What follows belongs to an exercise in optimizing a design on an open flow for small area, a short achievable clock period and few clock cycles per item; a production flow would make more cautious choices.
The RTL was checked by simulation tests, not by an equivalence proof against the original design.
Power figures rest on the tool's default switching activity, not on a simulated workload.

==> flow/design.v <==
`timescale 1ns / 1ps
module muldiv#(parameter DATA_WIDTH = 32)
(
    input                         clk_i,
    input                         rst_i,
    input                         stall_i,
    input  [DATA_WIDTH-1 : 0]     a_i,
    input  [DATA_WIDTH-1 : 0]     b_i,
    input                         req_i,
    input  [ 2 : 0]               operation_sel_i,
    output reg [DATA_WIDTH-1 : 0] muldiv_result_o,
    output reg                    ready_o
);
function [31:0] prefix_or;
    input [31:0] x;
    integer l, k;
    begin
        prefix_or = x;
        for (l = 0; l < 5; l = l + 1)
            for (k = 0; k < 32; k = k + 1)
                if (k[l])
                    prefix_or[k] = prefix_or[k] | prefix_or[((k >> l) << l) - 1];
    end
endfunction
function [33:0] add33;
    input [32:0] x, y;
    input        ci;
    reg   [32:0] p, g, gg, pp, c;
    reg          g0;
    integer l, k;
    begin
        p  = x ^ y;
        g  = x & y;
        g0 = g[0] | (p[0] & ci);
        gg = g;
        pp = p;
        for (l = 0; l < 5; l = l + 1)
            for (k = 1; k < 33; k = k + 1)
                if ((k - 1) & (1 << l)) begin
                    gg[k] = gg[k] | (pp[k] & gg[(((k - 1) >> l) << l)]);
                    pp[k] = pp[k] & pp[(((k - 1) >> l) << l)];
                end
        c[0] = g0;
        for (k = 1; k < 33; k = k + 1)
            c[k] = gg[k] | (pp[k] & g0);
        add33 = {c[32], p ^ {c[31:0], ci}};
    end
endfunction
wire is_div   = operation_sel_i[2];
wire is_rem   = operation_sel_i[2] & operation_sel_i[1];
wire b_zero   = ~|b_i;
wire a_zero   = ~|a_i;
wire div_zero = is_div & b_zero;
wire a_signed = ~operation_sel_i[0] | (operation_sel_i == 3'b001);
wire b_signed = (operation_sel_i == 3'b000) | (operation_sel_i == 3'b001)
              | (operation_sel_i == 3'b100) | (operation_sel_i == 3'b110);
wire sa = a_i[31] & a_signed;
wire sb = b_i[31] & b_signed;
wire [31:0] a_pre = prefix_or(a_i);
wire [31:0] ua    = a_i ^ ({32{sa}} & {a_pre[30:0], 1'b0});
reg  [15:0] v1; reg [15:0] e1;
reg  [7:0]  v2; reg [15:0] e2;
reg  [3:0]  v3; reg [11:0] e3;
reg  [1:0]  v4; reg [7:0]  e4;
reg  [4:0]  lead;
integer j;
always @(*) begin
    for (j = 0; j < 16; j = j + 1) begin
        v1[j] = ua[2*j+1] | ua[2*j];
        e1[j] = ua[2*j+1];
    end
    for (j = 0; j < 8; j = j + 1) begin
        v2[j]         = v1[2*j+1] | v1[2*j];
        e2[2*j+:2]    = v1[2*j+1] ? {1'b1, e1[2*j+1]} : {1'b0, e1[2*j]};
    end
    for (j = 0; j < 4; j = j + 1) begin
        v3[j]         = v2[2*j+1] | v2[2*j];
        e3[3*j+:3]    = v2[2*j+1] ? {1'b1, e2[4*j+2+:2]} : {1'b0, e2[4*j+:2]};
    end
    for (j = 0; j < 2; j = j + 1) begin
        v4[j]         = v3[2*j+1] | v3[2*j];
        e4[4*j+:4]    = v3[2*j+1] ? {1'b1, e3[6*j+3+:3]} : {1'b0, e3[6*j+:3]};
    end
    lead = v4[1] ? {1'b1, e4[7:4]} : {1'b0, e4[3:0]};
    if (div_zero) lead = 5'd31;
end
reg  [31:0] R, Q;
reg  [4:0]  cnt;
reg         busy, ps, nb;
reg         f_div, f_inv;
reg         f_selq, f_neg, f_mh;
wire start = req_i & ~busy & ~ready_o;
wire        inv  = sb ^ is_div;
wire [33:0] sum  = add33({R, f_div & nb}, {f_div, b_i ^ {32{f_inv}}}, f_inv);
wire        take  = f_div ? sum[33] : nb;
wire [31:0] R_nxt = take ? sum[31:0] : {R[30:0], nb};
wire        c_hi  = ~f_div & nb & sum[33];
wire [30:0] q_inc = Q[30:0] + 31'd1;
wire        q_in  = f_div ? sum[33] : (nb ? sum[32] : R[31]);
wire [31:0] Q_nxt = {c_hi ? q_inc : Q[30:0], q_in};
wire [32:0] ua_sh = {ua, 1'b0};
wire        last  = (cnt == 5'd0);
wire        nz    = ~a_zero | div_zero;
always @(posedge clk_i)
begin
    ps <= stall_i;
    if (rst_i) begin
        busy    <= 1'b0;
        ready_o <= 1'b0;
    end else begin
        busy    <= (start & nz) | (busy & ~last);
        ready_o <= (start & ~nz) | (busy & last) | (ready_o & ps);
    end
    if (start) begin
        f_div  <= is_div;
        f_inv  <= inv;
        f_selq <= is_div ? ~is_rem : (operation_sel_i[1:0] != 2'b00);
        f_neg  <= is_rem ? sa : ((sa ^ sb) & ~div_zero);
        f_mh   <= ~is_div & (operation_sel_i[1:0] != 2'b00);
        R      <= 32'd0;
        Q      <= 32'd0;
        cnt    <= lead;
        nb     <= ~div_zero | ua[31];
    end else if (busy) begin
        R   <= R_nxt;
        Q   <= Q_nxt;
        cnt <= cnt - 5'd1;
        nb  <= ua_sh[cnt];
    end
end
wire [31:0] res_x = f_selq ? Q : R;
wire        r_nz  = f_mh & (|R);
wire [31:0] x_pre = prefix_or(res_x);
always @(*)
    muldiv_result_o = res_x ^ ({32{f_neg}} & ({x_pre[30:0], 1'b0} | {32{r_nz}}));
endmodule    
==> flow/flow/run.sh <==
#!/bin/bash
# The standard layout, with the ports buffered by sky130_fd_sc_hd__buf_4
# instead of the flow's default pick (a slow delay buffer).
set -e
bash standard.sh synth > synth.log 2>&1
bash standard.sh "BUFFER_PORTS_ARGS=-buffer_cell sky130_fd_sc_hd__buf_4" finish > layout.log 2>&1
==> flow/standard.sh <==
#!/bin/bash
# synth_recipe.tcl (not shown) runs the flow's synth.tcl, then flattens the netlist and writes it again
# the make line also repeats each setting of config.mk as NAME=value (left out here)
make -C /OpenROAD-flow-scripts/flow DESIGN_CONFIG=/design/flow/config.mk WORK_HOME=/design/flow/orfs CLKGATE_MAP_FILE= SYNTH_SCRIPT=/design/flow/synth_recipe.tcl "${@:-finish}"
==> flow/config.mk <==
export PLATFORM = sky130hd
export DESIGN_NAME = muldiv
export DESIGN_NICKNAME = muldiv
export VERILOG_FILES = /design/flow/design.v
export SDC_FILE = /design/flow/constraint.sdc
export NUM_CORES = 4
export LEC_CHECK = 0
export CAP_MARGIN = 20
export CORE_MARGIN = 2
export CORE_UTILIZATION = 40
export PLACE_DENSITY = 0.6
export SETUP_SLACK_MARGIN = 1.0
export SLEW_MARGIN = 20
==> flow/constraint.sdc <==
create_clock -name core_clock -period 5.0 [get_ports {clk_i}]
set_input_delay 1.0000 -clock core_clock [delete_from_list [all_inputs] [get_ports {clk_i}]]
set_output_delay 1.0000 -clock core_clock [all_outputs]
set_load 0.01 [all_outputs]
==> flow_summary.ini, run 1 <==
[synth]
syn_nets = 1304
synth.cell_area_um2 = 8708
synth_seq_cells = 78
async_flop_share_pct = 0
ys_seq_area_share_pct = 19.20
syn_inst = 1197
synthFlopType = dfxtp_1
synth_cell_type_count = 82
syn-mean-instance-area_um2 = 7.275
yosys_warnings = 1
synthTopCellsByArea = dfxtp_1 (15%), xor2_1 (7.0%), nand2_1 (6.7%)
synth_top_area_share_pct = 15.40
synth_edf_count = 11
yosysTopAreaCell = dfxtp_1

[timing]
finalMaxSlewViolations = 0
finalSetupTns_ps = 0
setup_violations = 0
fin_crit_ps = 4095
finalCritPeriodShare_pct = 81.89
rsz0062_at_grt = true
slew_headroom_pct = 28.09
fin_ws_ps = 905.3
finalClockSkew_ps = 8.620
worst_slew_pin_slew_ps = 1079
hold_viol = 0
fmax_mhz = 244.2

[finish]
fin_util_pct = 48.29
n_antenna_cell = 0
finalInstanceArea_um2 = 10250
fillers = 2134
area_delta_synth_final_pct = 17.67
multi_input_area_um2 = 6683
layout-drive-gt1-share_pct = 17.74
layout.nets = 1370
seqCellArea_um2 = 1684

[worst_setup_path]
path_cells = nor4_4 > nand4_1 > o21a_1 > nor4b_4 > nand4_1 > nor3_4 > nand3_2 > o21a_1 > xnor2_1 > buf_4
cp.buffers_inverters = 1
reg2reg_from = f_inv$_DFFE_PP_
cp_num_cells = 10
crit_required_ps = 4000
cp-end-kind = output pin
endpoint = muldiv_result_o[31]
cp_max_fo = 4
startpoint = R[22]$_SDFFE_PP0P_
worstRegToRegCells = 13
path_class = reg2out
crit_slowest_cell = dfxtp_4
cp_top_family = simple AND/OR/NAND/NOR gates
worstPathArrival_ps = 3090
regToRegSetupSlack_ps = 1280
r2r_end = R[27]$_SDFFE_PP0P_
critical-path-max-stage-delay_ps = 360
crit_path_start_kind = flip-flop

[routing]
drc = 0
routedWlPerCell_um = 18.60
num_vias = 9349
wirelength_um = 28700
detail-route-antenna-nets = 0
drtPass1Iterations = 6
drt_iter0_drc = 860
avgViaCountPerCell = 6.059

[clocking]
path_clk_slew_ps = 60
cts_root_buffer = clkbuf_16
cts_tree = done
ctsHoldBuffers = 0
clk_path_buf_depth = 2
clk-insertion-delay-late_ps = 360
cts.sinks = 78
h-tree-depth = 3
numCtsBuffers = 9

[die]
fp.coreArea_um2 = 21220
ioPinCount = 104
die-area_um2 = 22970
num_rows = 53
die_x_um = 151.6
chipHeight_um = 151.6
initial_utilization_pct = 41.04

[global_routing]
grt_usage_pct = 24.82
grt_pass1_vias = 8350
grt_pass1_wl_um = 45200
grt_max_degree = 63
antenna_found_initial = 0
overflow = 0

[power_and_ir_drop]
power_density_nw_per_um2 = 325.5
leakagePower_uw = 0.003903
ir_drop_mv = 0.1650

[flow_run]
cap_violations = 0

[worst_hold_path]
hold_class = reg2reg

[place]
dpl_cell_area_um2 = 9635
gp_congestion = 0.9050
hpwl_um = 21030
portBuffers = 103
pre_cts_slack_ps = 461.5

[status]
status = finished clean
-- power breakdown --
group / switching, uW / internal [uW]
clock network: 297 / 353
registers: 198 / 741
logic: 981 / 766
-- cell type report --
type                       instances  share of cell area (%)
multi-input combinational        998                   65.21
sequential                        78                   16.43
timing repair buffer             145                   11.09
tap                              275                   3.358
clock buffer                      10                   2.332
inverter                          31                   1.136
clock inverter                     6                  0.4396
-- synthesized netlist by cell type, types with 7 or more instances --
| cell | count |
|---|---|
| nand2b_1 | 9 |
| xor2_1 | 70 |
| clkbuf_1 | 69 |
| and2_1 | 11 |
| mux2i_1 | 28 |
| nand2_1 | 155 |
| inv_1 | 30 |
| nor2b_1 | 10 |
| nor4_1 | 26 |
| a22oi_1 | 7 |
| ha_1 | 35 |
| or3_1 | 9 |
| a211oi_1 | 14 |
| a21o_1 | 16 |
| buf_2 | 11 |
| o211ai_1 | 17 |
| o311ai_0 | 28 |
| edfxtp_1 | 11 |
| nand4_1 | 38 |
| o31ai_1 | 12 |
| a21oi_1 | 78 |
| or2_2 | 10 |
| a221o_1 | 7 |
| dfxtp_1 | 67 |
| nor3_1 | 44 |
| nand3_1 | 34 |
| o21ai_0 | 73 |
| xnor2_1 | 49 |
| a31oi_1 | 10 |
| mux2_2 | 10 |
| and3_1 | 17 |
| nor2_1 | 72 |
-- sequential cells by signal, summed over array words and instances, names as in the netlist --
register	flops
f_neg	1
cnt	5
busy	1
ready_o	1
nb	1
ps	1
Q	32
f_selq	1
R	32
f_mh	1
f_inv	1
f_div	1
-- layout by cell type (no fill, tap or decap), drive strengths merged, types with 15 or more instances in the layout --
cell / netlist / routed
nor2: 73 / 73
o311ai: 34 / 34
inv: 30 / 32
nor4: 27 / 27
dfxtp: 67 / 67
a21oi: 80 / 80
a211oi: 15 / 15
xnor2: 49 / 49
nor3: 45 / 45
o21ai: 74 / 74
xor2: 70 / 70
nand3: 34 / 34
a21o: 16 / 16
and3: 17 / 17
nand2: 156 / 156
ha: 35 / 35
mux2i: 28 / 28
nand4: 39 / 39
o211ai: 17 / 17
buf: 20 / 145
-- stage by stage --
stage	std cells	hold WS, ps	total power [uW]
final	1543	502.1	3336
after global routing	1543	528.6	3548
after CTS	1539	496.3	3290
after detailed placement	1509	473.9	2551
after global placement	1509	486.3	2535
after floorplan	1197	455.8	2002
-- layer usage --
| layer | track usage, % | up-vias | share of wire, % |
|---|---|---|---|
| met5 | 0 | - | 0 |
| met4 | 6.065 | 0 | 1.6 |
| met3 | 4.431 | 36 | 7.2 |
| met2 | 38.44 | 336 | 45 |
| met1 | 35.66 | 4359 | 47 |
| li1 | - | 4618 | - |
-- how the worst min path moves through the flow --
stage,startpoint,end,slack (ps),cells past startpoint
2_1_floorplan,Q[31]$_SDFFE_PP0P_,Q[31]$_SDFFE_PP0P_,460,1
3_3_place_gp,Q[31]$_SDFFE_PP0P_,Q[31]$_SDFFE_PP0P_,490,1
3_5_place_dp,Q[31]$_SDFFE_PP0P_,Q[31]$_SDFFE_PP0P_,470,1
4_1_cts,Q[31]$_SDFFE_PP0P_,Q[31]$_SDFFE_PP0P_,500,1
5_1_grt,Q[31]$_SDFFE_PP0P_,Q[31]$_SDFFE_PP0P_,530,1
6_report,Q[31]$_SDFFE_PP0P_,Q[31]$_SDFFE_PP0P_,500,1
-- logic make-up after synthesis --
family                   Yosys count  synth area share (%)
AND/OR/NAND/NOR                  469                 27.11
AO/OA/AOI/OAI                    336                 26.26
buffers and inverters            121                 5.690
XOR/XNOR                         119                 11.97
flip-flops                        78                 19.20
multiplexers                      38                 4.512
adder cells (fa/ha/maj)           36                 5.259
-- repair_timing --
| action | 4_1_cts | 5_1_grt |
|---|---|---|
| pin swaps | 14 | 14 |
| buffers inserted | 14 | 4 |
| gates resized for setup | 31 | 15 |
| setup endpoints to repair | 47 | 24 |
Testbench counts, summed over its fixed seeds: cycles 35,912, ops 2,048.
==> inputs of run 2 (changes only) <==
==> flow/flow/run.sh (replaced) <==
#!/bin/bash
# The standard layout, with the ports buffered by sky130_fd_sc_hd__buf_2
# instead of the flow's default pick (a slow delay buffer).
set -e
bash standard.sh synth > synth.log 2>&1
bash standard.sh "BUFFER_PORTS_ARGS=-buffer_cell sky130_fd_sc_hd__buf_2" finish > layout.log 2>&1
--- a/flow/config.mk
+++ b/flow/config.mk
@@ -8,6 +8,6 @@
 export CAP_MARGIN = 20
 export CORE_MARGIN = 2
-export CORE_UTILIZATION = 40
-export PLACE_DENSITY = 0.6
+export CORE_UTILIZATION = 60
+export PLACE_DENSITY = 0.75
 export SETUP_SLACK_MARGIN = 1.0
 export SLEW_MARGIN = 20
==> flow_summary.ini, run 2 <==
[die]
fp.coreArea_um2 = 14370
die-area_um2 = 15490
initial_utilization_pct = 60.61
die_x_um = 124.5
num_rows = 44
chipHeight_um = 124.5
ioPinCount = 104

[finish]
final_common_cell = nand2_1
final_cell_mix = nand2_1 (154), buf_2 (103), a21oi_1 (78), nor2_1 (71), xor2_1 (70)
n_antenna_cell = 0
area_delta_synth_final_pct = 13.66
reg.largest.list = Q: 32 flops, R: 32 flops, cnt: 5 flops
layout.nets = 1368
layout-drive-gt1-share_pct = 17.14

[synth]
synth_commonest_cells = nand2_1 (155), a21oi_1 (78), o21ai_0 (73)
synth_cell_type_count = 82
synth.most_common_cell = nand2_1
synth_compound_area_share_pct = 26.26
synthAdderAreaFrac_pct = 5.259
syn_nets = 1304
ys_seq_area_share_pct = 19.20
synth_top_area_share_pct = 15.40
syn_inst = 1197
async_flop_share_pct = 0
synth_top_family_by_area = simple AND/OR/NAND/NOR gates
synthFlopType = dfxtp_1
yosysTopAreaCell = dfxtp_1
synthTopCellsByArea = dfxtp_1 (15%), xor2_1 (7.0%), nand2_1 (6.7%)
synth_edf_count = 11
syn-mean-instance-area_um2 = 7.275
synthMuxAreaShare_pct = 4.511
synth.cell_area_um2 = 8708
synth_xor_area_share_pct = 11.97
synth-simple-area-share_pct = 27.11
synth_seq_cells = 78
yosys_warnings = 1

[worst_setup_path]
cp_top_family = simple AND/OR/NAND/NOR gates
path_cells = buf_12 > nor3b_1 > o21ai_1 > or3_4 > nor3_4 > nand4_1 > nor3_2 > nand3_2 > o21a_1 > xnor2_1 > buf_2
worstPathArrival_ps = 3240
cp_max_fo = 5
critical-path-max-stage-delay_ps = 520
crit_path_start_kind = flip-flop
cp.buffers_inverters = 2
path_class = reg2out
crit_slowest_cell = edfxtp_1
worstRegToRegCells = 15
cp_num_cells = 11
cp-end-kind = output pin
crit_required_ps = 4000

[power_and_ir_drop]
ir_drop_mv = 0.2182
combPwrFrac_pct = 49.5
power_uw = 3248
sw_frac_of_total_pct = 43.95
p_switching_uw = 1428
power_density_nw_per_um2 = 328.1
sequentialPowerShare_pct = 29.5
intPower_uw = 1820
p_clk_share_pct = 21.0
leakagePower_uw = 0.003803

[timing]
finalClockSkew_ps = 12.13
hold_viol = 0
worst_slew_pin_slew_ps = 1021
fin_crit_ps = 4238
setup_violations = 0
rsz0062_at_grt = true
finalCritPeriodShare_pct = 84.76
slew_headroom_pct = 31.93
finalMaxSlewViolations = 0
finalSetupTns_ps = 0
fmax_mhz = 236.0

[place]
gp_congestion = 0.9158
hpwl_um = 19070
portBuffers = 103

[clocking]
cts_root_buffer = clkbuf_16
cts_tree = done
h-tree-depth = 3
clk_path_buf_depth = 2
clk-insertion-delay-late_ps = 350
numCtsBuffers = 9
path_clk_slew_ps = 60
cts.sinks = 78

[routing]
routedWlPerCell_um = 18.41
topRoutingLayerUsed = met4
wl_met2_um = 11880
m1WireLength_um = 11980
wirelength_um = 26700
num_vias = 9522
wl_met3_um = 2322
avgViaCountPerCell = 6.567
detail-route-antenna-nets = 0
drt_iter0_drc = 986
drtPass1Iterations = 6
drc = 0

[worst_hold_path]
whs_path_depth = 1
hold_class = reg2reg

[status]
status = finished clean

[flow_run]
cap_violations = 0

[global_routing]
antenna_found_initial = 0
grt_usage_pct = 32.98
grt_max_degree = 65
grt_pass1_vias = 8494
overflow = 0
grt_pass1_wl_um = 42850
[run 2: metrics by stage]
stage	setup WS (ps)	instance area, um^2	utilization (%)	hold WS (ps)	std cells
4_1_cts	996.5	9727	67.69	495.9	1440
6_report	762.2	9898	68.89	494.6	1450
2_1_floorplan	1310	8708	-	455.8	1197
3_3_place_gp	615.7	9239	64.30	480.3	1413
3_5_place_dp	510.0	9239	64.30	481.9	1413
5_1_grt	641.7	9898	68.89	537.5	1450
[run 2: layout make-up]
class | instances | area, um^2
Fill cell | 1251 | 4471
Clock inverter | 7 | 77.57
Tap cell | 184 | 230.2
Clock buffer | 9 | 225.2
Timing Repair Buffer | 143 | 899.6
Inverter | 31 | 116.4
Multi-Input combinational cell | 998 | 6676
Sequential cell | 78 | 1673
[run 2: path summary, 6_finish.rpt]
check	startpoint	end	slack, ps
worst min-delay path	Q[31]$_SDFFE_PP0P_	Q[31]$_SDFFE_PP0P_	490
worst min register to register	Q[31]$_SDFFE_PP0P_	Q[31]$_SDFFE_PP0P_	490
worst max register to register	f_inv$_DFFE_PP_	Q[28]$_SDFFE_PP0P_	1280
worst max-delay path	f_selq$_DFFE_PP_	muldiv_result_o[31]	760
[run 2: timing repair]
| action | CTS | global route |
|---|---|---|
| pin swaps | 2 | 11 |
| setup buffers | 11 | 9 |
| endpoints found under the hold margin | 0 | 0 |
| cloned | 0 | 1 |
| hold buffers | 0 | 0 |
| resized for setup | 12 | 21 |
| setup endpoints to repair | 79 | 27 |
[run 2: cell families (layout without fill, tap and decap cells)]
kind of cell,Yosys count,count (layout)
AND/OR/NAND/NOR,469,469
XOR/XNOR,119,119
AO/OA/AOI/OAI,336,336
adder cells (fa/ha/maj),36,36
buffers and inverters,121,190
flip-flops,78,78
multiplexers,38,38
[run 2: power by group through the flow]
| stage | Sequential [uW] | Clock [uW] | Combinational, uW |
|---|---|---|---|
| floorplan | 839 | 0 | 1160 |
| global placement | 951 | 0 | 1450 |
| detailed placement | 956 | 0 | 1480 |
| CTS | 939 | 683 | 1540 |
| global route | 967 | 706 | 1760 |
| finish | 957 | 683 | 1610 |
[run 2: layer usage]
layer / track usage [%] / up-vias
li1: - / 4614
met2: 50.79 / 474
met4: 9.716 / 0
met1: 47.75 / 4381
met3: 4.897 / 53
met5: 0 / -
==> inputs of run 3 (changes only) <==
--- a/flow/config.mk
+++ b/flow/config.mk
@@ -6,8 +6,9 @@
 export NUM_CORES = 4
 export LEC_CHECK = 0
+export ABC_AREA = 1
 export CAP_MARGIN = 20
 export CORE_MARGIN = 2
-export CORE_UTILIZATION = 60
-export PLACE_DENSITY = 0.75
+export CORE_UTILIZATION = 40
+export PLACE_DENSITY = 0.6
 export SETUP_SLACK_MARGIN = 1.0
 export SLEW_MARGIN = 20
==> flow_summary.ini, run 3 <==
[synth]
yosysTopAreaCell = nand2_1
yosys_warnings = 1
synth_xor_area_share_pct = 7.881
synth_top_family_by_area = simple AND/OR/NAND/NOR gates
synthAdderAreaFrac_pct = 4.683
synth_seq_cells = 78
synthTopCellsByArea = nand2_1 (19%), dfxtp_1 (14%), nand3_1 (14%)
synth-simple-area-share_pct = 47.06
syn_nets = 1823
synth.most_common_cell = nand2_1
synthMuxAreaShare_pct = 0
synth_edf_count = 11
synth_compound_area_share_pct = 11.57
synthFlopType = dfxtp_1
syn-mean-instance-area_um2 = 5.699
ys_seq_area_share_pct = 17.09
async_flop_share_pct = 0
synth_top_area_share_pct = 18.69
syn_inst = 1716
synth_commonest_cells = nand2_1 (487), nand3_1 (265), inv_1 (202)
synth_cell_type_count = 46
synth.cell_area_um2 = 9779

[place]
portBuffers = 103
dpl_cell_area_um2 = 10480
hpwl_um = 24180
pre_cts_slack_ps = 857.6
gp_congestion = 0.9005

[routing]
drc = 0
num_vias = 11120
drtPass1Iterations = 5
avgViaCountPerCell = 5.235
routedWlPerCell_um = 14.67
drt_iter0_drc = 729
wirelength_um = 31180
detail-route-antenna-nets = 0

[power_and_ir_drop]
sw_frac_of_total_pct = 43.75
p_clk_share_pct = 24.9
leakagePower_uw = 0.005368
p_switching_uw = 1288
ir_drop_mv = 0.1719
combPwrFrac_pct = 48.2
intPower_uw = 1656
sequentialPowerShare_pct = 26.9
power_density_nw_per_um2 = 266.9

[worst_setup_path]
regToRegSetupSlack_ps = 1420
reg2reg_from = f_inv$_DFFE_PP_
crit_path_start_kind = flip-flop
r2r_end = R[22]$_SDFFE_PP0P_
cp-end-kind = output pin
path_class = reg2out
startpoint = f_selq$_DFFE_PP_
worstPathArrival_ps = 2840
cp_max_fo = 8
worstRegToRegCells = 16
crit_required_ps = 4000

[clocking]
h-tree-depth = 3
path_clk_slew_ps = 70
numCtsBuffers = 9
cts.sinks = 78
clk-insertion-delay-late_ps = 350
clk_path_buf_depth = 2
cts_tree = done
ctsHoldBuffers = 0
cts_root_buffer = clkbuf_16

[flow_run]
cap_violations = 0

[timing]
fin_crit_ps = 3840
fmax_mhz = 260.4
hold_viol = 0
finalMaxSlewViolations = 0
setup_violations = 0
finalCritPeriodShare_pct = 76.80
finalSetupTns_ps = 0
finalClockSkew_ps = 9.294
slew_headroom_pct = 29.34
worst_slew_pin_slew_ps = 1059
fin_ws_ps = 1160
rsz0062_at_grt = false

[finish]
fillers = 2573
final_cell_mix = nand2_1 (485), nand3_1 (265), inv_1 (201), nor2_1 (135), buf_2 (103)
area_delta_synth_final_pct = 12.82
layout.nets = 1902
layout-drive-gt1-share_pct = 11.78
fin_util_pct = 45.63
finalInstanceArea_um2 = 11030
reg.largest.list = Q: 32 flops, R: 32 flops, cnt: 5 flops
final_common_cell = nand2_1

[die]
chipHeight_um = 160.4
initial_utilization_pct = 40.45
num_rows = 57
die_x_um = 160.4
fp.coreArea_um2 = 24180
ioPinCount = 104
die-area_um2 = 25720

[worst_hold_path]
hold_start = ps$_DFF_P_
holdPathEnd = ready_o$_SDFF_PP0_
hold_class = reg2reg
whs_path_depth = 2

[global_routing]
overflow = 0
antenna_found_initial = 2
grt_pass1_vias = 10050
grt_max_degree = 66
grt_usage_pct = 23.47
grt_pass1_wl_um = 49810

[status]
status = finished clean
==> run 3: cell types whose count changed in the layout (fill, tap and decap cells not counted), sizes merged, moves of 15 or more <==
cell	delta
nand2	+353
nand3	+232
inv	+178
nor2	+78
o21ai	+40
o311ai	-34
xnor2	-33
mux2i	-28
nor3	-19
and3	-17
o211ai	-17
a211oi	-15
==> run 3: cells by family after synthesis <==
family                   Yosys count
adder cells (fa/ha/maj)           36
XOR/XNOR                          88
AO/OA/AOI/OAI                    214
flip-flops                        78
AND/OR/NAND/NOR                 1023
buffers and inverters            277
==> run 3: worst max path at each step <==
stage	endpoint	slack, ps	cells after the start
finish	muldiv_result_o[26]	1160	17
global route	muldiv_result_o[27]	1000	18
CTS	muldiv_result_o[27]	1010	17
detailed placement	R[10]$_SDFFE_PP0P_	860	12
global placement	R[16]$_SDFFE_PP0P_	960	12
floorplan	Q[18]$_SDFFE_PP0P_	1980	15
==> run 3: critical path, stage by stage (launching register included) <==
cell and delay [ps]:
edfxtp_1 360, buf_4 190, buf_12 140, nand2_1 70, o21ai_2 100, nor2_1 130, buf_4 150, nand2_1 60
nor3_2 130, and2_4 210, nand2_2 120, inv_4 100, nand2_4 90, nor2_4 170, nand2_1 60, nand2_1 70
xor2_1 170, buf_2 150
==> run 3: timing repair <==
item / in CTS / in global routing
buffers inserted: 0 / 11
resized for setup: 6 / 10
endpoints found under the hold margin: 0 / 0
pin swaps: 0 / 3
endpoints found under the setup margin: 13 / 61
gates cloned: 0 / 2
==> run 3: metal layers <==
metal  global-route usage (%)  share of wire, %  vias up
met5                        0             0.042        -
met4                    7.494               2.4        2
met3                    2.970               5.0       36
met2                    40.81                48      263
met1                    30.23                45     5060
li1                         -                 -     5763
==> run 3: area by class of cell <==
cell class,instances,area [um^2],area share (%)
multi-input combinational,1361,6980,63.27
sequential,78,1673,15.16
timing repair buffer,132,842.1,7.632
inverter,213,802.0,7.269
tap,324,405.4,3.674
clock buffer,11,264.0,2.393
clock inverter,5,63.81,0.5784
antenna,1,2.502,0.02268
==> run 3: power groups by stage <==
stage               registers, uW  logic [uW]  clock network, uW
global route                  801        1600                762
floorplan                     753        1040                  0
detailed placement            810        1360                  0
global placement              810        1350                  0
finish                        793        1420                733
CTS                           796        1370                737
==> run 3: stage by stage <==
| stage | total power (uW) | std cells | hold WS (ps) |
|---|---|---|---|
| global placement | 2164 | 2094 | 447.1 |
| finish | 2944 | 2125 | 455.4 |
| CTS | 2906 | 2110 | 459.9 |
| detailed placement | 2175 | 2094 | 452.9 |
| floorplan | 1791 | 1716 | 432.0 |
| global route | 3159 | 2124 | 486.1 |
==> inputs of run 4 (changes only) <==
--- a/flow/config.mk
+++ b/flow/config.mk
@@ -11,4 +11,4 @@
 export CORE_UTILIZATION = 40
 export PLACE_DENSITY = 0.6
-export SETUP_SLACK_MARGIN = 1.0
+export SETUP_SLACK_MARGIN = 0.5
 export SLEW_MARGIN = 20
==> flow_summary.ini, run 4 <==
[status]
status = finished clean

[clocking]
post_cts.repair.setup_buffers = 0
numCtsBuffers = 9
clk-insertion-delay-late_ps = 350
ctsHoldBuffers = 0
cts_resized = 0
cts_tree = done
cts_root_buffer = clkbuf_16
h-tree-depth = 3
clk_path_buf_depth = 2
path_clk_slew_ps = 60
cts.sinks = 78

[synth]
synth_top_family_by_area = simple AND/OR/NAND/NOR gates
synth.cell_area_um2 = 9779
synth.most_common_cell = nand2_1
async_flop_share_pct = 0
synth_cell_type_count = 46
synth_edf_count = 11
synthTopCellsByArea = nand2_1 (19%), dfxtp_1 (14%), nand3_1 (14%)
syn-mean-instance-area_um2 = 5.699
yosysTopAreaCell = nand2_1
synth-simple-area-share_pct = 47.06
syn_inst = 1716
ys_seq_area_share_pct = 17.09
synth_top_area_share_pct = 18.69
synth_compound_area_share_pct = 11.57
synth_commonest_cells = nand2_1 (487), nand3_1 (265), inv_1 (202)
yosys_warnings = 1
synthFlopType = dfxtp_1
synthMuxAreaShare_pct = 0
synth_seq_cells = 78
synth_xor_area_share_pct = 7.881
syn_nets = 1823
synthAdderAreaFrac_pct = 4.683

[finish]
layout.nets = 1889
layout-drive-gt1-share_pct = 10.91
layout.cells.non_filler = 2112
area_delta_synth_final_pct = 10.82
reg.largest.list = Q: 32 flops, R: 32 flops, cnt: 5 flops
final_cell_mix = nand2_1 (487), nand3_1 (265), inv_1 (201), nor2_1 (135), buf_2 (103)
fillers = 2596
final_common_cell = nand2_1

[worst_setup_path]
worstPathArrival_ps = 3240
crit_required_ps = 4000
crit_path_start_kind = flip-flop
path_class = reg2out
cp_max_fo = 33
regToRegSetupSlack_ps = 1110
cp-end-kind = output pin

[place]
dp_cells = 2094
gp_congestion = 0.9005
hpwl_um = 24180
portBuffers = 103

[timing]
fin_crit_ps = 4236
hold_viol = 0
finalClockSkew_ps = 7.898
finalCritPeriodShare_pct = 84.73
slew_headroom_pct = 30.76
fmax_mhz = 236.1
setup_violations = 0
finalSetupTns_ps = 0
rsz0062_at_grt = false
worst_slew_pin_slew_ps = 1037
finalMaxSlewViolations = 0

[global_routing]
overflow = 0
grt_usage_pct = 23.44
grt_pass1_wl_um = 49750
grt_max_degree = 66
grt_pass1_vias = 10040
antenna_found_initial = 2

[flow_run]
cap_violations = 0

[die]
die_x_um = 160.4
initial_utilization_pct = 40.45
num_rows = 57
ioPinCount = 104
fp.coreArea_um2 = 24180
die-area_um2 = 25720
chipHeight_um = 160.4

[routing]
drc = 0
drtPass1Iterations = 5
detail-route-antenna-nets = 0
wirelength_um = 30650
drt_iter0_drc = 714
routedWlPerCell_um = 14.51
avgViaCountPerCell = 5.201
num_vias = 10990

[power_and_ir_drop]
leakagePower_uw = 0.005263
ir_drop_mv = 0.1730
power_density_nw_per_um2 = 268.4

[worst_hold_path]
hold_class = reg2reg
-- run 4: worst max-delay path, stage by stage (launching register included) --
cell	delay [ps]
edfxtp_1	480
buf_4	280
nand2_1	100
o21ai_0	220
nor2_1	150
buf_4	150
nand2_1	60
nor3_2	120
and2_2	220
nand2_1	180
inv_2	130
nand2_2	130
nor2_4	180
nand2_1	70
nand2_1	70
xor2_1	170
buf_2	150
-- run 4: cell families after synthesis --
logic type	after synthesis
AOI/OAI and AO/OA	214
xor gates and xnor gates	88
adders and majority gates	36
buffers and inverters	277
DFF	78
and+or+nand+nor	1023
-- run 4: cell type report --
cell class / count / area [um^2] / area share, %
Multi-Input combinational cell: 1361 / 6962 / 64.23
Timing Repair Buffer: 119 / 668.1 / 6.165
Inverter: 213 / 799.5 / 7.377
Antenna cell: 1 / 2.502 / 0.02309
Tap cell: 324 / 405.4 / 3.740
Sequential cell: 78 / 1673 / 15.44
Clock buffer: 11 / 264.0 / 2.436
Clock inverter: 5 / 63.81 / 0.5888
-- run 4: final timing paths --
check / start / end / cells past startpoint
worst min-delay path: ps$_DFF_P_ / ready_o$_SDFF_PP0_ / 2
worst max register to register: f_inv$_DFFE_PP_ / R[10]$_SDFFE_PP0P_ / 12
worst min register to register: ps$_DFF_P_ / ready_o$_SDFF_PP0_ / 2
worst max-delay path: f_selq$_DFFE_PP_ / muldiv_result_o[28] / 16
-- run 4: per-stage QoR --
stage	setup WS (ps)	total power [uW]	util, %	cell area (um^2)	hold slack, ps
3_3_place_gp	955.8	2164	43.35	10480	447.1
6_report	763.7	2909	44.83	10840	455.7
3_5_place_dp	857.6	2175	43.35	10480	452.9
5_1_grt	514.8	3125	44.82	10840	486.1
4_1_cts	778.2	2903	44.70	10810	459.9
2_1_floorplan	1984	1791	-	9779	432.0
-- run 4: report_power, final --
group          switching [uW]  internal [uW]
sequential               99.3            698
clock                     296            435
combinational             881            500
-- run 4: layer usage --
metal	global-route usage [%]	wire length, um	up-vias
met5	0	13	-
met4	7.494	785	2
met3	2.970	1482	41
met2	40.73	14400	265
met1	30.22	13960	4934
li1	-	-	5743
==> inputs of run 5 (changes only) <==
--- a/flow/config.mk
+++ b/flow/config.mk
@@ -6,9 +6,8 @@
 export NUM_CORES = 4
 export LEC_CHECK = 0
-export ABC_AREA = 1
 export CAP_MARGIN = 20
 export CORE_MARGIN = 2
 export CORE_UTILIZATION = 40
 export PLACE_DENSITY = 0.6
-export SETUP_SLACK_MARGIN = 0.5
+export SETUP_SLACK_MARGIN = 1.0
 export SLEW_MARGIN = 20
==> flow_summary.ini, run 5 <==
[status]
status = finished clean

[timing]
finalCritPeriodShare_pct = 81.99
fin_ws_ps = 900.3
fmax_mhz = 243.9
worst_slew_pin_slew_ps = 1042
slew_headroom_pct = 29.92
finalClockSkew_ps = 15.08
hold_viol = 0
finalMaxSlewViolations = 0
setup_violations = 0
finalSetupTns_ps = 0
fin_crit_ps = 4100
rsz0062_at_grt = true

[worst_setup_path]
regToRegSetupSlack_ps = 1210
reg2reg_from = f_inv$_DFFE_PP_
crit_path_start_kind = flip-flop
path_class = reg2out
endpoint = muldiv_result_o[31]
cp_max_fo = 5
crit_required_ps = 4000
r2r_end = Q[28]$_SDFFE_PP0P_
worstPathArrival_ps = 3100
path_cells = nor4_2 > nand4_1 > o21a_1 > nor4b_4 > nand4_1 > nor3_4 > nand3_2 > o21a_1 > xnor2_1 > buf_2
crit_slowest_cell = dfxtp_1
critical-path-max-stage-delay_ps = 400
startpoint = R[26]$_SDFFE_PP0P_
cp-end-kind = output pin
worstRegToRegCells = 13

[clocking]
clk_path_buf_depth = 2
path_clk_slew_ps = 70
cts_root_buffer = clkbuf_16
ctsHoldBuffers = 0
cts_tree = done
cts.sinks = 78
h-tree-depth = 3
clk-insertion-delay-late_ps = 360
numCtsBuffers = 9

[synth]
syn-mean-instance-area_um2 = 7.275
synth_edf_count = 11
synth_cell_type_count = 82
synth_commonest_cells = nand2_1 (155), a21oi_1 (78), o21ai_0 (73)
synth.most_common_cell = nand2_1
syn_inst = 1197
synth_top_area_share_pct = 15.40
synthTopCellsByArea = dfxtp_1 (15%), xor2_1 (7.0%), nand2_1 (6.7%)
yosysTopAreaCell = dfxtp_1
syn_nets = 1304
synthFlopType = dfxtp_1
synth_seq_cells = 78
async_flop_share_pct = 0
yosys_warnings = 1
synth.cell_area_um2 = 8708
ys_seq_area_share_pct = 19.20

[routing]
detail-route-antenna-nets = 0
num_vias = 9376
drt_iter0_drc = 834
wirelength_um = 28590
routedWlPerCell_um = 18.55
drtPass1Iterations = 7
drc = 0
avgViaCountPerCell = 6.084

[finish]
final_common_cell = nand2_1
n_antenna_cell = 0
final_cell_mix = nand2_1 (155), buf_2 (103), a21oi_1 (78), nor2_1 (71)
layout.cells.non_filler = 1541
layout.nets = 1368
layout-drive-gt1-share_pct = 18.33
area_delta_synth_final_pct = 15.78
reg.largest.list = Q: 32 flops, R: 32 flops, cnt: 5 flops
fin_util_pct = 47.51

[place]
gp_congestion = 0.9197
dp_cells = 1509
pre_cts_slack_ps = 626.3
portBuffers = 103
hpwl_um = 20820

[power_and_ir_drop]
power_uw = 3382
power_density_nw_per_um2 = 335.4
leakagePower_uw = 0.003824
ir_drop_mv = 0.1842

[die]
initial_utilization_pct = 41.04
die_x_um = 151.6
fp.coreArea_um2 = 21220
ioPinCount = 104
chipHeight_um = 151.6
die-area_um2 = 22970
num_rows = 53

[global_routing]
grt_usage_pct = 24.52
overflow = 0
grt_max_degree = 63
grt_pass1_vias = 8449
antenna_found_initial = 0
grt_pass1_wl_um = 44860

[worst_hold_path]
hold_class = reg2reg

[flow_run]
cap_violations = 0
==> run 5: repair_timing <==
| item | CTS | global route |
|---|---|---|
| endpoints found under the setup margin | 24 | 20 |
| setup buffers | 10 | 5 |
| endpoints found under the hold margin | 0 | 0 |
| resized for setup | 26 | 26 |
| pin swaps | 8 | 5 |
| gates cloned | 1 | 0 |
==> run 5: cell type report <==
class	count	area (um^2)
timing repair buffer	143	872.1
multi-input combinational	998	6751
clock buffer	11	252.7
clock inverter	5	63.81
sequential	78	1682
inverter	31	116.4
tap	275	344.1
fill	2135	11140
==> run 5: logic make-up after synthesis <==
kind of cell / after synthesis / share of synthesized area [%]
xor gates and xnor gates: 119 / 11.97
AOI/OAI and AO/OA: 336 / 26.26
adders and majority gates: 36 / 5.259
muxes: 38 / 4.512
and+or+nand+nor: 469 / 27.11
buffers and inverters: 121 / 5.690
DFF: 78 / 19.20
==> run 5: per-layer routing <==
layer / vias to the layer above / part of all wire [%] / GRT usage [%]
met5: - / 0 / 0
met4: 0 / 1.5 / 6.250
met3: 33 / 7.2 / 3.862
met2: 356 / 44 / 38.14
met1: 4385 / 47 / 35.32
li1: 4602 / - / -
==> run 5: where the power goes <==
part / internal (uW) / switching, uW
logic: 728 / 994
clock network: 419 / 295
registers: 740 / 207
==> run 5: metrics by stage <==
step / hold slack, ps / area [um^2]
2_1_floorplan: 455.8 / 8708
3_3_place_gp: 475.3 / 9378
3_5_place_dp: 482.3 / 9378
4_1_cts: 502.0 / 9927
5_1_grt: 518.6 / 10080
6_report: 511.8 / 10080
==> run 5: how the worst min path moves through the flow <==
stage	to	from	slack [ps]	depth (start not counted)
floorplan	Q[31]$_SDFFE_PP0P_	Q[31]$_SDFFE_PP0P_	460	1
global placement	Q[31]$_SDFFE_PP0P_	Q[31]$_SDFFE_PP0P_	480	1
detailed placement	Q[31]$_SDFFE_PP0P_	Q[31]$_SDFFE_PP0P_	480	1
CTS	Q[31]$_SDFFE_PP0P_	Q[31]$_SDFFE_PP0P_	500	1
global route	Q[31]$_SDFFE_PP0P_	Q[31]$_SDFFE_PP0P_	520	1
finish	Q[31]$_SDFFE_PP0P_	Q[31]$_SDFFE_PP0P_	510	1
==> run 5: critical path, delay by kind of cell, from the launching register on <==
| kind | cells | cell delay (ps) |
|---|---|---|
| AOI/OAI and AO/OA | 2 | 470 |
| xor gates and xnor gates | 1 | 120 |
| buffers and inverters | 1 | 150 |
| DFF | 1 | 400 |
| and+or+nand+nor | 6 | 1610 |
==> inputs of run 6 (changes only) <==
--- a/flow/config.mk
+++ b/flow/config.mk
@@ -9,4 +9,5 @@
 export CORE_MARGIN = 2
 export CORE_UTILIZATION = 40
+export CTS_BUF_LIST = sky130_fd_sc_hd__clkbuf_8
 export PLACE_DENSITY = 0.6
 export SETUP_SLACK_MARGIN = 1.0
==> flow_summary.ini, run 6 <==
[worst_setup_path]
crit_slowest_cell = edfxtp_1
crit_required_ps = 4000
cp_max_fo = 11
worstPathArrival_ps = 3030
cp-end-kind = output pin
critical-path-max-stage-delay_ps = 460
worstRegToRegCells = 14
path_class = reg2out
path_cells = buf_12 > mux2_2 > or3_4 > nor3_2 > nand4_1 > buf_4 > nor3_4 > nand3_2 > o21a_1 > xnor2_1 > buf_2
crit_path_start_kind = flip-flop

[synth]
synth.most_common_cell = nand2_1
synth_commonest_cells = nand2_1 (155), a21oi_1 (78), o21ai_0 (73)
async_flop_share_pct = 0
yosysTopAreaCell = dfxtp_1
synth_seq_cells = 78
synth_top_area_share_pct = 15.40
synth.cell_area_um2 = 8708
synthTopCellsByArea = dfxtp_1 (15%), xor2_1 (7.0%), nand2_1 (6.7%)
syn_inst = 1197
synthFlopType = dfxtp_1
syn_nets = 1304
synth_cell_type_count = 82
synth_edf_count = 11
syn-mean-instance-area_um2 = 7.275
yosys_warnings = 1
ys_seq_area_share_pct = 19.20

[global_routing]
grt_max_degree = 63
grt_pass1_vias = 8393
grt_usage_pct = 24.37
overflow = 0
antenna_found_initial = 0
grt_pass1_wl_um = 44770

[die]
die-area_um2 = 22970
die_x_um = 151.6
fp.coreArea_um2 = 21220
initial_utilization_pct = 41.04
ioPinCount = 104
num_rows = 53
chipHeight_um = 151.6

[clocking]
numCtsBuffers = 9
cts.sinks = 78
clk-insertion-delay-late_ps = 390
clk_path_buf_depth = 2
ctsHoldBuffers = 0
h-tree-depth = 3
path_clk_slew_ps = 90
cts_tree = done
cts_root_buffer = clkbuf_8

[timing]
finalSetupTns_ps = 0
fmax_mhz = 248.0
finalCritPeriodShare_pct = 80.64
slew_headroom_pct = 27.60
fin_crit_ps = 4032
finalMaxSlewViolations = 0
setup_violations = 0
worst_slew_pin_slew_ps = 1076
hold_viol = 0
worst_hold_slack_ps = 512.7
rsz0062_at_grt = true
finalClockSkew_ps = 20.38
fin_ws_ps = 967.9

[power_and_ir_drop]
power_density_nw_per_um2 = 321.9
ir_drop_mv = 0.1578
leakagePower_uw = 0.003788

[finish]
fin_util_pct = 47.19
reg.largest.list = Q: 32 flops, R: 32 flops, cnt: 5 flops
area_delta_synth_final_pct = 14.99
layout-drive-gt1-share_pct = 18.71
layout.nets = 1369
n_antenna_cell = 0
final_cell_mix = nand2_1 (155), buf_2 (103), a21oi_1 (78), nor2_1 (71), xor2_1 (70)
final_common_cell = nand2_1

[routing]
drc = 0
avgViaCountPerCell = 6.064
routedWlPerCell_um = 18.54
detail-route-antenna-nets = 0
drt_iter0_drc = 773
wirelength_um = 28590
drtPass1Iterations = 5
num_vias = 9350

[status]
status = finished clean

[worst_hold_path]
hold_class = reg2reg
whs_path_depth = 1

[place]
gp_congestion = 0.9197
portBuffers = 103
pre_cts_slack_ps = 626.3
hpwl_um = 20820

[flow_run]
cap_violations = 0
[run 6: changes by cell type in the layout (fill, tap and decap cells not counted), sizes merged]
| cell | delta |
|---|---|
| buf | +1 |
[run 6: worst max-delay path, delay by kind of cell, from the launching register on]
family | cells | cell delay [ps]
AND/OR/NAND/NOR | 5 | 990
XOR/XNOR | 1 | 120
buffers and inverters | 3 | 510
flip-flops | 1 | 460
AO/OA/AOI/OAI | 1 | 210
multiplexers | 1 | 370
[run 6: power by group]
group	leakage, uW	internal (uW)	switching (uW)
Combinational	0.00303	743	996
Clock	0.000107	262	269
Sequential	0.000653	742	210
Total	0.00379	1750	1480
[run 6: timing repair]
item	4_1_cts	5_1_grt
endpoints found under the setup margin	23	21
gates cloned	1	0
pin swaps	9	6
gates resized for setup	35	25
buffers inserted	12	4
[run 6: routing by layer]
layer / track usage, % / up-vias / part of all wire [%]
li1: - / 4606 / -
met1: 35.63 / 4362 / 47
met2: 38.28 / 347 / 45
met3: 3.234 / 35 / 6.8
met4: 5.046 / 0 / 1.2
met5: 0 / - / 0
[run 6: final cells by class]
class	instances	area [um^2]
Inverter	31	116.4
Tap cell	275	344.1
Multi-Input combinational cell	998	6770
Clock inverter	5	63.81
Timing Repair Buffer	144	879.6
Sequential cell	78	1688
Clock buffer	11	151.4
Fill cell	2135	11210
[run 6: logic make-up (layout without fill, tap and decap cells)]
logic type	Yosys count	count (layout)	synth area share [%]
simple gates	469	469	27.11
compound gates	336	336	26.26
buf+inv	121	191	5.690
xor+xnor	119	119	11.97
flops	78	78	19.20
mux	38	38	4.512
fa+ha+maj	36	36	5.259
[run 6: path summary, 6_finish.rpt]
check / startpoint / end / slack (ps)
setup reg to reg: f_inv$_DFFE_PP_ / Q[28]$_SDFFE_PP0P_ / 1240
setup / recovery: f_selq$_DFFE_PP_ / muldiv_result_o[31] / 970
hold reg to reg: Q[31]$_SDFFE_PP0P_ / Q[31]$_SDFFE_PP0P_ / 510
hold / removal: Q[31]$_SDFFE_PP0P_ / Q[31]$_SDFFE_PP0P_ / 510
[run 6: stage by stage]
stage | power, uW | area (um^2) | std cells
3_3_place_gp | 2489 | 9378 | 1509
4_1_cts | 3131 | 9889 | 1538
6_report | 3223 | 10010 | 1542
2_1_floorplan | 2002 | 8708 | 1197
3_5_place_dp | 2508 | 9378 | 1509
5_1_grt | 3435 | 10010 | 1542
==> inputs of run 7 (changes only) <==
--- a/flow/design.v
+++ b/flow/design.v
@@ -85,5 +85,5 @@
     if (div_zero) lead = 5'd31;
 end
-reg  [31:0] R, Q;
+reg  [31:0] R, Q, B;
 reg  [4:0]  cnt;
 reg         busy, ps, nb;
@@ -92,5 +92,5 @@
 wire start = req_i & ~busy & ~ready_o;
 wire        inv  = sb ^ is_div;
-wire [33:0] sum  = add33({R, f_div & nb}, {f_div, b_i ^ {32{f_inv}}}, f_inv);
+wire [33:0] sum  = add33({R, f_div & nb}, {f_div, B}, f_inv);
 wire        take  = f_div ? sum[33] : nb;
 wire [31:0] R_nxt = take ? sum[31:0] : {R[30:0], nb};
@@ -113,4 +113,5 @@
     end
     if (start) begin
+        B      <= b_i ^ {32{inv}};
         f_div  <= is_div;
         f_inv  <= inv;
--- a/flow/config.mk
+++ b/flow/config.mk
@@ -9,5 +9,4 @@
 export CORE_MARGIN = 2
 export CORE_UTILIZATION = 40
-export CTS_BUF_LIST = sky130_fd_sc_hd__clkbuf_8
 export PLACE_DENSITY = 0.6
 export SETUP_SLACK_MARGIN = 1.0
==> flow_summary.ini, run 7 <==
[routing]
wirelength_um = 28010
drtPass1Iterations = 5
avgViaCountPerCell = 5.962
drc = 0
routedWlPerCell_um = 18.11
drt_iter0_drc = 687
detail-route-antenna-nets = 0
num_vias = 9223

[worst_setup_path]
cp_top_family = simple AND/OR/NAND/NOR gates
cp_max_fo = 5
crit_slowest_cell = or3_4
cp_common_cell = o31ai_4
path_class = reg2out
cp-end-kind = output pin
cp.buffers_inverters = 1
critical-path-max-stage-delay_ps = 410
worstPathArrival_ps = 2910
crit_required_ps = 4000
path_cells = nor4_1 > nand3_1 > o31ai_4 > nand4_4 > or3_4 > nand3b_4 > o31ai_4 > xor2_1 > buf_2
crit_path_start_kind = flip-flop

[finish]
layout-drive-gt1-share_pct = 19.05
seqCellArea_um2 = 2645
final_common_cell = buf_2
fillers = 2418
multi_input_area_um2 = 6884
n_antenna_cell = 0
reg.largest.list = B: 32 flops, Q: 32 flops, R: 32 flops
layout.nets = 1326
final_cell_mix = buf_2 (103), nand2_1 (89), xnor2_1 (76), o21ai_0 (68), nor2_1 (62)
finalInstanceArea_um2 = 11040
area_delta_synth_final_pct = 10.38

[clocking]
clk-insertion-delay-late_ps = 360
cts.sinks = 110
ctsHoldBuffers = 0
cts_root_buffer = clkbuf_16
h-tree-depth = 3
clk_path_buf_depth = 2
cts_tree = done
path_clk_slew_ps = 80
numCtsBuffers = 9

[worst_hold_path]
hold_class = reg2reg

[synth]
async_flop_share_pct = 0
synthMuxAreaShare_pct = 5.517
synth_seq_cells = 110
synthTopCellsByArea = dfxtp_1 (13%), edfxtp_1 (13%), xnor2_1 (6.7%)
synth.most_common_cell = nand2_1
synth_cell_type_count = 100
synthAdderAreaFrac_pct = 4.779
yosys_warnings = 1
ys_seq_area_share_pct = 26.32
synth_top_area_share_pct = 13.41
synth_compound_area_share_pct = 24.67
synth.cell_area_um2 = 10000
syn_nets = 1282
synth-simple-area-share_pct = 22.38
synth_xor_area_share_pct = 10.16
synth_edf_count = 43
syn-mean-instance-area_um2 = 8.520
yosysTopAreaCell = dfxtp_1
synth_commonest_cells = nand2_1 (89), xnor2_1 (76), o21ai_0 (69)
synthFlopType = dfxtp_1
syn_inst = 1174
synth_top_family_by_area = compound AO/OA/AOI/OAI gates

[timing]
fin_crit_ps = 3912
worst_slew_pin_slew_ps = 1101
fin_ws_ps = 1088
slew_headroom_pct = 26.63
finalSetupTns_ps = 0
finalCritPeriodShare_pct = 78.25
finalMaxSlewViolations = 0
finalClockSkew_ps = 8.957
worst_hold_slack_ps = 471.0
rsz0062_at_grt = true
hold_viol = 0
setup_violations = 0
fmax_mhz = 255.6

[die]
die-area_um2 = 26290
die_x_um = 162.1
num_rows = 57
initial_utilization_pct = 40.89
fp.coreArea_um2 = 24460
ioPinCount = 104
chipHeight_um = 162.1

[place]
hpwl_um = 20550
dpl_cell_area_um2 = 10540
gp_congestion = 0.8992
pre_cts_slack_ps = 1266
portBuffers = 103

[power_and_ir_drop]
power_density_nw_per_um2 = 347.5
ir_drop_mv = 0.1767
leakagePower_uw = 0.004004

[global_routing]
grt_pass1_wl_um = 45440
grt_pass1_vias = 8234
antenna_found_initial = 0
grt_usage_pct = 21.17
grt_max_degree = 64
overflow = 0

[flow_run]
cap_violations = 0

[status]
status = finished clean
run 7: worst paths after layout:
| check | start | end | slack [ps] | depth (start not counted) |
|---|---|---|---|---|
| worst max-delay path | R[17]$_SDFFE_PP0P_ | muldiv_result_o[21] | 1090 | 9 |
| worst min-delay path | ps$_DFF_P_ | ready_o$_SDFF_PP0_ | 470 | 2 |
| worst max register to register | f_div$_DFFE_PP_ | Q[31]$_SDFFE_PP0P_ | 1350 | 11 |
| worst min register to register | ps$_DFF_P_ | ready_o$_SDFF_PP0_ | 470 | 2 |
run 7: worst min-delay path: stages, from the launching register on:
cell and delay (ps):
dfxtp_1 310, nand2_1 50, a31oi_1 70
run 7: kinds of logic (layout without fill, tap and decap cells):
logic type | count (synthesis) | in the layout
AOI/OAI and AO/OA | 339 | 339
xor gates and xnor gates | 116 | 116
adders and majority gates | 37 | 37
buffers and inverters | 121 | 170
DFF | 110 | 110
muxes | 52 | 52
and+or+nand+nor | 399 | 399
run 7: layout make-up:
| class | count | share of cell area (%) |
|---|---|---|
| Clock inverter | 7 | 0.6573 |
| Clock buffer | 9 | 2.040 |
| Sequential cell | 110 | 23.96 |
| Timing Repair Buffer | 120 | 6.165 |
| Inverter | 34 | 1.156 |
| Multi-Input combinational cell | 943 | 62.35 |
| Tap cell | 324 | 3.672 |
run 7: through the flow:
step / std cells / total power (uW) / util (%)
5_1_grt: 1547 / 4086 / 45.13
3_3_place_gp: 1526 / 2992 / 43.08
3_5_place_dp: 1526 / 3010 / 43.08
2_1_floorplan: 1174 / 2546 / -
6_report: 1547 / 3836 / 45.13
4_1_cts: 1543 / 3763 / 44.39
run 7: routing by layer:
layer | wire [um] | track usage [%]
met5 | 0 | 0
met1 | 13900 | 32.90
met3 | 1437 | 2.017
met4 | 241 | 3.701
met2 | 12440 | 31.93
run 7: where the power goes:
part,leakage (uW),switching (uW),internal [uW]
logic,0.00291,1000,761
registers,0.000956,253,1080
clock network,0.000143,351,390
total,0.00400,1600,2230
run 7: what timing repair did:
action                                  4_1_cts  5_1_grt
gates resized for setup                       3       32
endpoints found under the setup margin        4       14
pin swaps                                     1        6
buffers inserted                              1        3
cloned                                        0        1
Testbench counts of run 7, summed over its fixed seeds: cycles 35,912, ops 2,048.
==> inputs of run 8 (changes only) <==
--- a/flow/config.mk
+++ b/flow/config.mk
@@ -10,4 +10,4 @@
 export CORE_UTILIZATION = 40
 export PLACE_DENSITY = 0.6
-export SETUP_SLACK_MARGIN = 1.0
+export SETUP_SLACK_MARGIN = 1.5
 export SLEW_MARGIN = 20
==> flow_summary.ini, run 8 <==
[worst_setup_path]
path_class = reg2out
crit_slowest_cell = or3_4
crit_path_start_kind = flip-flop
worstRegToRegCells = 11
critical-path-max-stage-delay_ps = 410
cp_max_fo = 5
cp_common_cell = o31ai_4
crit_required_ps = 4000
path_cells = nor4_4 > nand4_1 > o31ai_4 > nand4_4 > or3_4 > nand3b_4 > o31ai_4 > xor2_1 > buf_2
cp-end-kind = output pin
worstPathArrival_ps = 2780

[synth]
synth_top_area_share_pct = 13.41
async_flop_share_pct = 0
synth.most_common_cell = nand2_1
synthFlopType = dfxtp_1
ys_seq_area_share_pct = 26.32
synth_seq_cells = 110
synth_top_family_by_area = compound AO/OA/AOI/OAI gates
syn_inst = 1174
synth_xor_area_share_pct = 10.16
yosysTopAreaCell = dfxtp_1
yosys_warnings = 1
synthTopCellsByArea = dfxtp_1 (13%), edfxtp_1 (13%), xnor2_1 (6.7%)
synth_commonest_cells = nand2_1 (89), xnor2_1 (76), o21ai_0 (69)
synthAdderAreaFrac_pct = 4.779
synth_edf_count = 43
synth_compound_area_share_pct = 24.67
syn-mean-instance-area_um2 = 8.520
syn_nets = 1282
synthMuxAreaShare_pct = 5.517
synth-simple-area-share_pct = 22.38
synth.cell_area_um2 = 10000
synth_cell_type_count = 100

[timing]
fin_ws_ps = 1215
hold_viol = 0
slew_headroom_pct = 33.42
finalCritPeriodShare_pct = 75.69
finalClockSkew_ps = 12.24
setup_violations = 0
fin_crit_ps = 3785
finalMaxSlewViolations = 0
finalSetupTns_ps = 0
worst_slew_pin_slew_ps = 998.7
fmax_mhz = 264.2
rsz0062_at_grt = true

[die]
ioPinCount = 104
fp.coreArea_um2 = 24460
die-area_um2 = 26290
die_x_um = 162.1
initial_utilization_pct = 40.89
num_rows = 57
chipHeight_um = 162.1

[routing]
drtPass1Iterations = 5
drc = 0
wirelength_um = 28630
num_vias = 9370
routedWlPerCell_um = 18.21
avgViaCountPerCell = 5.961
detail-route-antenna-nets = 0
drt_iter0_drc = 766

[clocking]
cts_root_buffer = clkbuf_16
cts.sinks = 110
path_clk_slew_ps = 80
cts_tree = done
h-tree-depth = 3
clk-insertion-delay-late_ps = 360
ctsHoldBuffers = 0
numCtsBuffers = 9
clk_path_buf_depth = 2

[global_routing]
antenna_found_initial = 0
met3_usage_pct = 2.043
grt_usage_pct = 21.66
grt_use_met2_pct = 32.84
grt_pass1_wl_um = 46420
grt_max_degree = 64
grtUsageMet1_pct = 33.21
overflow = 0
busiest_layer = met1
grt_pass1_vias = 8484

[finish]
area_delta_synth_final_pct = 14.76
layout.cells.non_filler = 1572
fillers = 2368
reg.largest.list = B: 32 flops, Q: 32 flops, R: 32 flops
final_cell_mix = buf_2 (103), nand2_1 (84), xnor2_1 (75), nor2_1 (62), o21ai_0 (62)
layout-drive-gt1-share_pct = 23.32
multi_input_area_um2 = 7088
seqCellArea_um2 = 2660
layout.nets = 1351
n_antenna_cell = 0
final_common_cell = buf_2
finalInstanceArea_um2 = 11480

[place]
dp_cells = 1526
gp_congestion = 0.8992
pre_cts_slack_ps = 1266
dpl_cell_area_um2 = 10540
portBuffers = 103
hpwl_um = 20550

[power_and_ir_drop]
power_density_nw_per_um2 = 351.1
leakagePower_uw = 0.004181
ir_drop_mv = 0.1645

[worst_hold_path]
hold_class = reg2reg
whs_path_depth = 2

[status]
status = finished clean

[flow_run]
cap_violations = 0
-- run 8: cell counts after synthesis --
Identical to the previous run, type by type.
-- run 8: path summary, 6_finish.rpt --
check                           slack (ps)          startpoint                  end
worst min register to register         470          ps$_DFF_P_   ready_o$_SDFF_PP0_
worst max register to register        1700        nb$_DFFE_PP_   Q[26]$_SDFFE_PP0P_
worst min-delay path                   470          ps$_DFF_P_   ready_o$_SDFF_PP0_
worst max-delay path                  1220  R[28]$_SDFFE_PP0P_  muldiv_result_o[21]
-- run 8: logic make-up after synthesis --
group / Yosys count
simple gates: 399
compound gates: 339
buf+inv: 121
xor+xnor: 116
flops: 110
mux: 52
fa+ha+maj: 37
-- run 8: power by group --
group / switching (uW) / internal [uW]
Combinational: 1080 / 864
Clock: 353 / 390
Sequential: 259 / 1090
-- run 8: cell type report --
type                            count  share of cell area, %
Clock buffer                        9                  1.962
Sequential cell                   110                  23.17
Clock inverter                      7                 0.6322
Tap cell                          324                  3.532
Inverter                           34                  1.112
Timing Repair Buffer              145                  7.837
Multi-Input combinational cell    943                  61.75
-- run 8: worst max-delay path: cells and delay by family (launching register included) --
kind	cells	cell delay (ps)
and+or+nand+nor	5	1240
AOI/OAI and AO/OA	2	530
DFF	1	360
xor gates and xnor gates	1	170
buffers and inverters	1	150
-- run 8: metal layers --
| metal | share of wire [%] | up-vias |
|---|---|---|
| met1 | 49 | 4400 |
| met5 | 0 | - |
| met4 | 1.2 | 0 |
| met3 | 5.3 | 24 |
| met2 | 44 | 306 |
| li1 | - | 4640 |
-- run 8: what timing repair did --
action	in CTS	in global routing
gates cloned	1	0
pin swaps	20	13
setup buffers	16	12
setup endpoints to repair	47	53
resized for setup	78	14
-- run 8: stage by stage --
stage	hold slack (ps)	power [uW]	util, %
5_1_grt	495.6	4284	46.92
4_1_cts	486.2	3938	46.22
3_5_place_dp	468.5	3010	43.08
6_report	470.2	4030	46.92
2_1_floorplan	432.0	2546	-
3_3_place_gp	470.1	2992	43.08
==> inputs of run 9 (changes only) <==
--- a/flow/design.v
+++ b/flow/design.v
@@ -85,5 +85,5 @@
     if (div_zero) lead = 5'd31;
 end
-reg  [31:0] R, Q, B;
+reg  [31:0] R, Q;
 reg  [4:0]  cnt;
 reg         busy, ps, nb;
@@ -92,11 +92,11 @@
 wire start = req_i & ~busy & ~ready_o;
 wire        inv  = sb ^ is_div;
-wire [33:0] sum  = add33({R, f_div & nb}, {f_div, B}, f_inv);
+wire [33:0] sum  = add33({R, f_div & nb}, {f_div, b_i ^ {32{f_inv}}}, f_inv);
 wire        take  = f_div ? sum[33] : nb;
 wire [31:0] R_nxt = take ? sum[31:0] : {R[30:0], nb};
 wire        c_hi  = ~f_div & nb & sum[33];
-wire [30:0] q_inc = Q[30:0] + 31'd1;
 wire        q_in  = f_div ? sum[33] : (nb ? sum[32] : R[31]);
-wire [31:0] Q_nxt = {c_hi ? q_inc : Q[30:0], q_in};
+wire [31:0] q_all = ~prefix_or(~{1'b1, Q[30:0]});
+wire [31:0] Q_nxt = {Q[30:0] ^ ({31{c_hi}} & {q_all[29:0], 1'b1}), q_in};
 wire [32:0] ua_sh = {ua, 1'b0};
 wire        last  = (cnt == 5'd0);
@@ -113,5 +113,4 @@
     end
     if (start) begin
-        B      <= b_i ^ {32{inv}};
         f_div  <= is_div;
         f_inv  <= inv;
--- a/flow/config.mk
+++ b/flow/config.mk
@@ -9,5 +9,6 @@
 export CORE_MARGIN = 2
 export CORE_UTILIZATION = 40
+export CTS_BUF_LIST = sky130_fd_sc_hd__clkbuf_8
 export PLACE_DENSITY = 0.6
-export SETUP_SLACK_MARGIN = 1.5
+export SETUP_SLACK_MARGIN = 1.0
 export SLEW_MARGIN = 20
==> flow_summary.ini, run 9 <==
[die]
fp.coreArea_um2 = 21090
initial_utilization_pct = 40.89
die-area_um2 = 22750
die_x_um = 150.8
chipHeight_um = 150.8
num_rows = 53
ioPinCount = 104

[timing]
finalMaxSlewViolations = 0
finalSetupTns_ps = 0
setup_violations = 0
fin_crit_ps = 4045
worst_slew_pin_slew_ps = 917.9
fmax_mhz = 247.2
finalCritPeriodShare_pct = 80.91
hold_viol = 0
worst_hold_slack_ps = 498.9
rsz0062_at_grt = true
slew_headroom_pct = 38.34
fin_ws_ps = 954.6
finalClockSkew_ps = 8.063

[clocking]
ctsHoldBuffers = 0
numCtsBuffers = 9
cts.sinks = 78
h-tree-depth = 3
cts_root_buffer = clkbuf_8
clk-insertion-delay-late_ps = 380
clk_path_buf_depth = 2
path_clk_slew_ps = 90
cts_tree = done

[power_and_ir_drop]
sw_frac_of_total_pct = 46.03
p_clk_share_pct = 15.8
intPower_uw = 1621
ir_drop_mv = 0.09017
combPwrFrac_pct = 53.6
leakagePower_uw = 0.003680
sequentialPowerShare_pct = 30.6
power_density_nw_per_um2 = 306.9
p_switching_uw = 1382

[synth]
synth_top_area_share_pct = 15.56
synth.cell_area_um2 = 8622
ys_seq_area_share_pct = 19.39
synthTopCellsByArea = dfxtp_1 (16%), xnor2_1 (6.7%), xor2_1 (6.7%)
syn-mean-instance-area_um2 = 7.644
yosys_warnings = 1
synth_cell_type_count = 89
synth_seq_cells = 78
synth_edf_count = 11
yosysTopAreaCell = dfxtp_1
syn_inst = 1128
synth_commonest_cells = nand2_1 (144), o21ai_0 (70), dfxtp_1 (67)
syn_nets = 1234
synth.most_common_cell = nand2_1
synthFlopType = dfxtp_1
async_flop_share_pct = 0

[worst_setup_path]
cp-end-kind = output pin
path_class = reg2out
crit_required_ps = 4000
crit_path_start_kind = flip-flop
path_cells = buf_12 > buf_4 > buf_12 > nand3b_1 > a21oi_2 > nand4_1 > buf_6 > or3_1 > o21ai_1 > xnor2_1 > buf_2
crit_slowest_cell = edfxtp_1
cp_common_cell = buf_12
critical-path-max-stage-delay_ps = 440
cp_max_fo = 16
worstRegToRegCells = 11
worstPathArrival_ps = 3050

[finish]
reg.largest.list = Q: 32 flops, R: 32 flops, cnt: 5 flops
layout-drive-gt1-share_pct = 18.52
final_common_cell = nand2_1
area_delta_synth_final_pct = 13.47
n_antenna_cell = 0
layout.cells.non_filler = 1474
fillers = 2120
layout.nets = 1300
final_cell_mix = nand2_1 (143), buf_2 (103), o21ai_0 (68), dfxtp_1 (67), xnor2_1 (65)
fin_util_pct = 46.39

[status]
status = finished clean

[routing]
detail-route-antenna-nets = 0
wirelength_um = 27490
drc = 0
routedWlPerCell_um = 18.65
num_vias = 8752
avgViaCountPerCell = 5.938
drt_iter0_drc = 820
drtPass1Iterations = 6

[place]
dp_cells = 1442
pre_cts_slack_ps = 639.6
gp_congestion = 0.8981
hpwl_um = 19850
portBuffers = 103

[global_routing]
overflow = 0
antenna_found_initial = 0
grt_usage_pct = 23.63
grt_pass1_vias = 7991
grt_pass1_wl_um = 42810
grt_max_degree = 56

[worst_hold_path]
whs_path_depth = 2
hold_class = reg2reg

[flow_run]
cap_violations = 0
-- run 9: cell types whose count changed after synthesis, moves of 7 or more --
cell / change
a2111oi_2: +11
a221o_1: -14
a32oi_1: -17
and3_1: -7
edfxtp_1: -32
mux2i_1: +15
nand2_1: +55
nand3_1: -12
nor3_1: -15
o211ai_1: -13
o21ai_1: +11
o221ai_1: +9
xnor2_1: -10
xor2_1: +26
-- run 9: kinds of logic (layout without fill, tap and decap cells) --
logic type | Yosys count | after routing | synth area share (%)
multiplexers | 60 | 60 | 7.096
flip-flops | 78 | 78 | 19.39
buffers and inverters | 110 | 180 | 5.181
adder cells (fa/ha/maj) | 35 | 35 | 5.166
AO/OA/AOI/OAI | 317 | 318 | 26.57
XOR/XNOR | 132 | 132 | 13.41
AND/OR/NAND/NOR | 396 | 396 | 23.19
-- run 9: stage by stage --
stage	total power (uW)	cell area, um^2
after floorplan	1966	8622
after global placement	2414	9273
after detailed placement	2420	9273
after CTS	2949	9602
after global routing	3218	9783
final	3003	9783
-- run 9: path summary, 6_finish.rpt --
check                                       from                   to  slack, ps
worst max-delay path            f_selq$_DFFE_PP_  muldiv_result_o[23]        950
worst min register to register        ps$_DFF_P_   ready_o$_SDFF_PP0_        500
worst min-delay path                  ps$_DFF_P_   ready_o$_SDFF_PP0_        500
worst max register to register   f_inv$_DFFE_PP_   Q[14]$_SDFFE_PP0P_       1210
-- run 9: cell type report --
cell class	instances	area, um^2	share of cell area [%]
Sequential cell	78	1672	17.09
Clock buffer	10	137.6	1.407
Timing Repair Buffer	133	780.7	7.981
Inverter	31	116.4	1.189
Multi-Input combinational cell	941	6689	68.37
Clock inverter	6	43.79	0.4476
Tap cell	275	344.1	3.517
-- run 9: critical path: cells and delay by family, from the launching register on --
family / cells / cell delay, ps
buf+inv: 5 / 860
xor+xnor: 1 / 220
flops: 1 / 440
simple gates: 3 / 750
compound gates: 2 / 390
-- run 9: metal layers --
metal	share of wire, %	GRT usage, %
met5	0	0
met4	2.4	7.897
met3	4.7	1.898
met2	46	38.93
met1	47	32.69
-- run 9: power by group through the flow --
stage / Clock, uW / Combinational, uW / Sequential [uW]
final: 476 / 1610 / 918
after global placement: 0 / 1490 / 925
after global routing: 511 / 1770 / 932
after CTS: 484 / 1550 / 910
after detailed placement: 0 / 1500 / 923
after floorplan: 0 / 1140 / 824
-- run 9: timing repair --
action                                 in CTS  in global routing
setup endpoints to repair                  25                 54
gates resized for setup                    16                 24
pin swaps                                  10                 12
endpoints found under the hold margin       0                  0
cloned                                      0                  1
setup buffers                               8                  7
Testbench counts of run 9, summed over its fixed seeds: cycles 35,912, ops 2,048.

Check on run 9: ideal ports give 0.955 ns setup slack; a clkbuf_16 on the clock port and buf_2 on the inputs give 0.916 ns; moving port delays by the midpoint clock arrival (0.419 ns) as well gives 0.762 ns.
